This design comes from an exercise in tuning for small area on the open sky130 flow, not from production work.
RTL that was checked went through simulation tests only; none was proved equivalent to the original.

==> module SimpleSend, before the edit <==
module SimpleSend(dataOut,Ready2Go,Seg,Anode,Go,clk,reset);
  output dataOut, Ready2Go;
  output [0:6] Seg;
  output [3:0] Anode;
  input Go, clk, reset;
  reg        W;         
  reg [2:0]  P;         
  reg [15:0] C1;        
  reg        FL;        
  reg [2:0]  Lvl;       
  reg [13:0] L2s;       
  reg [5:0]  U2;        
  reg [6:0]  DLs;       
  reg [15:7] D;         
  reg [1:0]  Q;
  reg [2:0]  j;
  reg [1:0]  y;
  reg        h;
  reg [1:0]  kb;
  reg [6:0]  ph;
  reg [2:0]  rp;        
  reg [2:0]  col;       
  localparam [13:0] M14 = 14'b10101010101010;
  localparam [6:0]  M7  = 7'b0101010;
  wire [13:0] L2 = L2s ^ M14;
  wire [6:0]  DL = DLs ^ M7;
  wire isL5  = Lvl[2] & !Lvl[1] & Lvl[0];
  wire isWIN = Lvl[2] & Lvl[1];
  wire Run   = !FL & !isWIN;
  reg [3:0] N;
  always @(*)
    case (Lvl)
      3'd0:    N = 4'd14;
      3'd1:    N = 4'd8;
      3'd2:    N = 4'd6;
      3'd3:    N = 4'd4;
      3'd4:    N = 4'd3;
      default: N = 4'd12;
    endcase
  wire [3:0] H = C1[15:12];
  wire n1 = !Lvl[0] & !isWIN;                       
  wire n0 = Lvl[2] & !Lvl[1] & !Lvl[0];             
  wire n3 = (!Lvl[1] & (!Lvl[2] | Lvl[0])) | isWIN;  
  wire n2 = Lvl[2] ? (Lvl[0] | Lvl[1]) : (Lvl[1] | !Lvl[0]);  
  wire top = (H[3] ~^ n3) & (H[2] ~^ n2) & (H[1] ~^ n1) & (H[0] ~^ n0);
  wire upd = Go | top;
  wire [2:0] Pi;
  Inc #(3) i_p (P, top & !Go & !W, Pi, );
  always @(posedge clk) begin
    if (reset || (upd && W && Run)) P <= 3'd0;
    else P <= Pi;
    W <= !reset & (W ? !(upd & Run) : (Go & P[1] & !P[0]));
  end
  wire [15:0] C1i;
  Inc #(16) i_c1 (C1, Run, C1i, );
  always @(posedge clk)
    if (reset || top) C1 <= 16'd0;
    else C1 <= C1i;
  wire fend = U2[5];
  wire nz2  = ~|L2[12:0];
  wire T2   = L2[13] & nz2;               
  always @(posedge clk)
    if (reset) L2s <= M14;
    else L2s <= {L2[12:0], L2[13] ^ L2[12] ^ L2[11] ^ L2[1] ^ (nz2 & FL & !fend)} ^ M14;
  wire [5:0] U2i;
  Inc #(6) i_u2 (U2, T2, U2i, );
  always @(posedge clk)
    if (reset || fend) U2 <= 6'd0;
    else U2 <= U2i;
  wire [2:0] Lvli;
  Inc #(3) i_l (Lvl, (fend & W) | isL5, Lvli, );
  always @(posedge clk) begin
    if (reset || (fend && !W)) Lvl <= 3'd0;
    else Lvl <= Lvli;
    FL <= !reset & (FL ? !fend : (Run & !isL5 & Go));
  end
  wire off     = U2[1];                   
  wire Refresh = C1[12] | U2[0];
  wire idle  = (Q == 2'd0) & !ph[0];
  wire cin   = (Q != 2'd0) | ph[0] | Refresh;
  wire [6:0] phi;
  wire phc;
  Inc #(7) i_ph (ph, cin, phi, phc);
  wire [1:0] kbi;
  wire ckb;
  Inc #(2) i_kb (kb, phc, kbi, ckb);
  wire ch    = ckb & h;
  wire cy    = ch & y[1];           
  wire cj    = cy & j[2];           
  wire allDone = Q[1] & Q[0] & j[2] & kb[1] & kb[0] & ph[6] & ph[2];
  wire [1:0] Qi;
  Inc #(2) i_q (Q, cj, Qi, );
  wire [2:0] ji;
  Inc #(3) i_j (j, cy, ji, );
  always @(posedge clk)
    if (reset || allDone) begin
      Q <= 2'd0; j <= 3'd4; y <= 2'd2; h <= 1'b1; kb <= 2'd3; ph <= 7'd126;
    end else begin
      Q  <= Qi;
      ph <= phi;
      kb <= kbi;
      h  <= h ^ ckb;
      y  <= ch ? {y[0], !y[1] & !y[0]} : y;
      j  <= cj ? 3'd0 : ji;
    end
  reg [2:0] pos;
  always @(*)
    case (P)
      3'd0: pos = 3'd0;
      3'd1: pos = 3'd1;
      3'd2: pos = 3'd2;
      3'd3: pos = 3'd3;
      3'd4: pos = 3'd4;
      3'd5: pos = 3'd3;
      3'd6: pos = 3'd2;
      default: pos = 3'd1;
    endcase
  reg [2:0] lcol;
  always @(*)
    case (Lvl)
      3'd0: lcol = 3'b100;    
      3'd1: lcol = 3'b010;    
      3'd2: lcol = 3'b011;    
      3'd3: lcol = 3'b001;    
      3'd4: lcol = 3'b101;    
      default: lcol = 3'b000;
    endcase
  always @(posedge clk)
    if (Q == 2'd0) begin
      rp  <= (off || W) ? 3'd7 : pos;
      col <= off ? 3'b000 : lcol;
    end
  wire cx = col[2], cg = col[1], cb = col[0];
  wire isRed = (j == rp);
  wire isOff = j[1] & !j[0] & !(rp[2] & rp[1]);      
  wire G = cg | (cx & !cb & !kb[1] & kb[0]);
  wire R = cx & (!cb | (!kb[1] & !kb[0]));
  wire theBit = isRed ? y[0] : !isOff & (y[1] ? cb : y[0] ? R : G);
  wire lt36 = !ph[6] & !(ph[5] & (ph[4] | ph[3] | ph[2]));
  wire lt92 = !(ph[6] & (ph[5] | (ph[4] & ph[3] & ph[2])));
  assign dataOut  = !Q[1] & Q[0] & (theBit ? lt92 : lt36);
  assign Ready2Go = idle;
  wire nz7 = ~|DL[5:0];
  always @(posedge clk)
    if (reset) DLs <= M7;
    else DLs <= {DL[5:0], DL[6] ^ DL[5] ^ nz7} ^ M7;
  wire [15:7] Di;
  Inc #(9) i_d (D, DL[6] & nz7, Di, );
  always @(posedge clk)
    if (reset) D <= 9'd0;
    else D <= Di;
  wire s1 = !D[9] & (D[8] ^ D[7]);
  wire s2 = (D[9] ^ D[8]) & (D[8] ~^ D[7]);
  wire s3 = D[9] & (D[8] ^ D[7]);
  wire l5 = Lvl[2] & (Lvl[1] | Lvl[0]);              
  wire blink = l5 & D[15];
  assign Anode = {1'b1, !s1 | blink, !s2 | blink, !s3 | blink};
  wire a = !D[8] & !D[9] & D[7];
  wire f14  = !Lvl[1] & (Lvl[2] ^ Lvl[0]);          
  wire f2   = !Lvl[2] & Lvl[1] & !Lvl[0];           
  wire f1x  = Lvl[2] | Lvl[0];                      
  wire f123 = !Lvl[2] & (Lvl[1] | Lvl[0]);          
  wire f01  = !Lvl[2] & !Lvl[1];                    
  wire g = D[8];
  assign Seg = {g | (a & f14), g | (a & l5), g | (a & f2), g | (a & f14), g | (a & f1x),
                g | (a & f123), !a | f01};
endmodule
==> flow/config.mk <==
export PLATFORM = sky130hd
export DESIGN_NAME = SimpleSend
export DESIGN_NICKNAME = SimpleSend
export VERILOG_FILES = /design/flow/design.v
export SDC_FILE = /design/flow/constraint.sdc
export NUM_CORES = 4
export LEC_CHECK = 0
export CAP_MARGIN = 20
export CORE_MARGIN = 2
export CORE_UTILIZATION = 70
export CTS_BUF_LIST = sky130_fd_sc_hd__clkbuf_4
export CTS_CLUSTER_DIAMETER = 30
export CTS_CLUSTER_SIZE = 10
export SLEW_MARGIN = 20
==> flow/constraint.sdc <==
create_clock -name core_clock -period 10.0 [get_ports {clk}]
set_input_delay 2.0000 -clock core_clock [delete_from_list [all_inputs] [get_ports {clk}]]
set_output_delay 2.0000 -clock core_clock [all_outputs]
set_load 0.01 [all_outputs]
standard.sh (not shown) runs the stock make flow with config.mk's settings and CLKGATE_MAP_FILE= SYNTH_SCRIPT=/design/flow/synth_recipe.tcl, a recipe that flattens the netlist after the stock synthesis.
==> flow/flow/run.sh <==
#!/bin/bash
# The standard layout with three changes:
#  1. after the standard synthesis, the combinational logic (not the
#     flip-flops, which keep their instances, names and cells) is mapped again
#     with area-oriented ABC scripts, and the smallest result is kept;
#  2. the ports get the smallest buffer;
#  3. clock tree synthesis uses clkbuf_8 and inserts no dummy loads.
# Each tool's output goes to a log file of its own in this folder.
set -euo pipefail
here=$(pwd)
R=$here/orfs/results/$FLOW_PLATFORM/SimpleSend/base
LIB=$FLOW_HOME/platforms/$FLOW_PLATFORM/lib/sky130_fd_sc_hd__tt_025C_1v80.lib

bash standard.sh synth > 1_standard_synth.log 2>&1
cp "$R/1_2_yosys.v" "$here/standard_synth.v"

SEQ=$(grep -oE 'sky130_fd_sc_hd__[a-z0-9]*(df|dl)[a-z0-9_]*' standard_synth.v | sort -u | tr '\n' ' ')
DONTUSE=$(sed 's/^/-dont_use /' flow/dont_use.txt | tr '\n' ' ')
best=""; best_area=""
for s in a b c; do
  sed -e "s#@LIB@#$LIB#g" -e "s#@IN@#$here/standard_synth.v#" -e "s#@TOP@#$FLOW_TOP#g" \
      -e "s#@SEQ@#$SEQ#" -e "s#@SCRIPT@#$here/flow/map_$s.abc#" -e "s#@DONTUSE@#$DONTUSE#" \
      -e "s#@STAT@#$here/resyn_$s.stat#" -e "s#@OUT@#$here/resyn_$s.v#" flow/resyn.ys.in > resyn_$s.ys
  if yosys -s resyn_$s.ys > 2_resyn_$s.log 2>&1; then
    area=$(grep -oE 'Chip area for module .*: [0-9.]+' resyn_$s.stat | awk '{print $NF}')
    echo "script $s: area $area" >> 2_resyn_choice.log
    if [[ -z "$best" ]] || awk -v a="$area" -v b="$best_area" 'BEGIN{exit !(a<b)}'; then
      best=$s; best_area=$area
    fi
  fi
done
if [[ -n "$best" ]]; then
  echo "kept script $best ($best_area)" >> 2_resyn_choice.log
  cp "resyn_$best.v" "$R/1_2_yosys.v"
  touch "$R/1_2_yosys.v"
fi

bash standard.sh \
  BUFFER_PORTS_ARGS="-buffer_cell sky130_fd_sc_hd__buf_1" \
  CTS_ARGS="-sink_clustering_enable -repair_clock_nets -sink_clustering_size 30 -sink_clustering_max_diameter 80 -buf_list sky130_fd_sc_hd__clkbuf_8 -dont_use_dummy_load" \
  finish > 3_standard_layout.log 2>&1
Other scripts of this flow, unchanged in this note and not shown: flow/flow/dont_use.txt, flow/flow/map_a.abc, flow/flow/map_b.abc, flow/flow/map_c.abc, flow/flow/resyn.ys.in
Next try:
--- a/flow/design.v
+++ b/flow/design.v
@@ -7,11 +7,11 @@
   reg [2:0]  P;         
   reg [15:0] C1;        
   reg        FL;        
   reg [2:0]  Lvl;       
-  reg [13:0] L2s;       
+  reg [13:0] L2;        
   reg [5:0]  U2;        
-  reg [6:0]  DLs;       
+  reg [6:0]  DL;        
   reg [15:7] D;         
   reg [1:0]  Q;
   reg [2:0]  j;
   reg [1:0]  y;
@@ -19,12 +19,8 @@
   reg [1:0]  kb;
   reg [6:0]  ph;
   reg [2:0]  rp;        
   reg [2:0]  col;       
-  localparam [13:0] M14 = 14'b10101010101010;
-  localparam [6:0]  M7  = 7'b0101010;
-  wire [13:0] L2 = L2s ^ M14;
-  wire [6:0]  DL = DLs ^ M7;
   wire isL5  = Lvl[2] & !Lvl[1] & Lvl[0];
   wire isWIN = Lvl[2] & Lvl[1];
   wire Run   = !FL & !isWIN;
   reg [3:0] N;
@@ -59,10 +55,10 @@
   wire fend = U2[5];
   wire nz2  = ~|L2[12:0];
   wire T2   = L2[13] & nz2;               
   always @(posedge clk)
-    if (reset) L2s <= M14;
-    else L2s <= {L2[12:0], L2[13] ^ L2[12] ^ L2[11] ^ L2[1] ^ (nz2 & FL & !fend)} ^ M14;
+    if (reset) L2 <= 14'd0;
+    else L2 <= {L2[12:0], L2[13] ^ L2[12] ^ L2[11] ^ L2[1] ^ (nz2 & FL & !fend)};
   wire [5:0] U2i;
   Inc #(6) i_u2 (U2, T2, U2i, );
   always @(posedge clk)
     if (reset || fend) U2 <= 6'd0;
@@ -141,10 +137,10 @@
   assign dataOut  = !Q[1] & Q[0] & (theBit ? lt92 : lt36);
   assign Ready2Go = idle;
   wire nz7 = ~|DL[5:0];
   always @(posedge clk)
-    if (reset) DLs <= M7;
-    else DLs <= {DL[5:0], DL[6] ^ DL[5] ^ nz7} ^ M7;
+    if (reset) DL <= 7'd0;
+    else DL <= {DL[5:0], DL[6] ^ DL[5] ^ nz7};
   wire [15:7] Di;
   Inc #(9) i_d (D, DL[6] & nz7, Di, );
   always @(posedge clk)
     if (reset) D <= 9'd0;
The new run finished clean.
Die area goes up slightly.
Count of clock-buffer cells in the layout does not change.
Final cell count rose by roughly a tenth.
Clock skew is higher by 0.0058 ns.
Register-to-register slack degrades by 0.11 ns.
Function not checked in the second run of this note: the RTL went through the layout flow alone.

==> afterwards: timing with drivers on the ports <==
The results above use ideal ports. As a check the final layouts listed here were re-extracted and re-timed, cells and wires unchanged.
Step 1 (the two cells are an assumption about what drives the block):
set clk [get_ports {clk}]
set_driving_cell -lib_cell sky130_fd_sc_hd__clkbuf_16 $clk
set_driving_cell -lib_cell sky130_fd_sc_hd__buf_2 [delete_from_list [all_inputs] $clk]
Step 2, shift: input delay + t, output delay - t, t = (earliest + latest rising clock arrival at the registers) / 2. This alone moves slack from input paths to output paths.
a / b / c = ideal ports / drivers / drivers and shift; a / b = the first two.
run | shift t [ns] | setup slack, ns | worst setup path after step 2 | latest minus earliest clock arrival (ns) | worst data-port slew with drivers (ns)
the first run | 0.359 | 6.182 / 6.155 / 6.514 | register to output | 0.020 / 0.020 | 0.03
the second run | 0.368 | 6.115 / 6.090 / 6.458 | register to output | 0.027 / 0.027 | 0.03
After both steps every run listed still meets setup and hold.
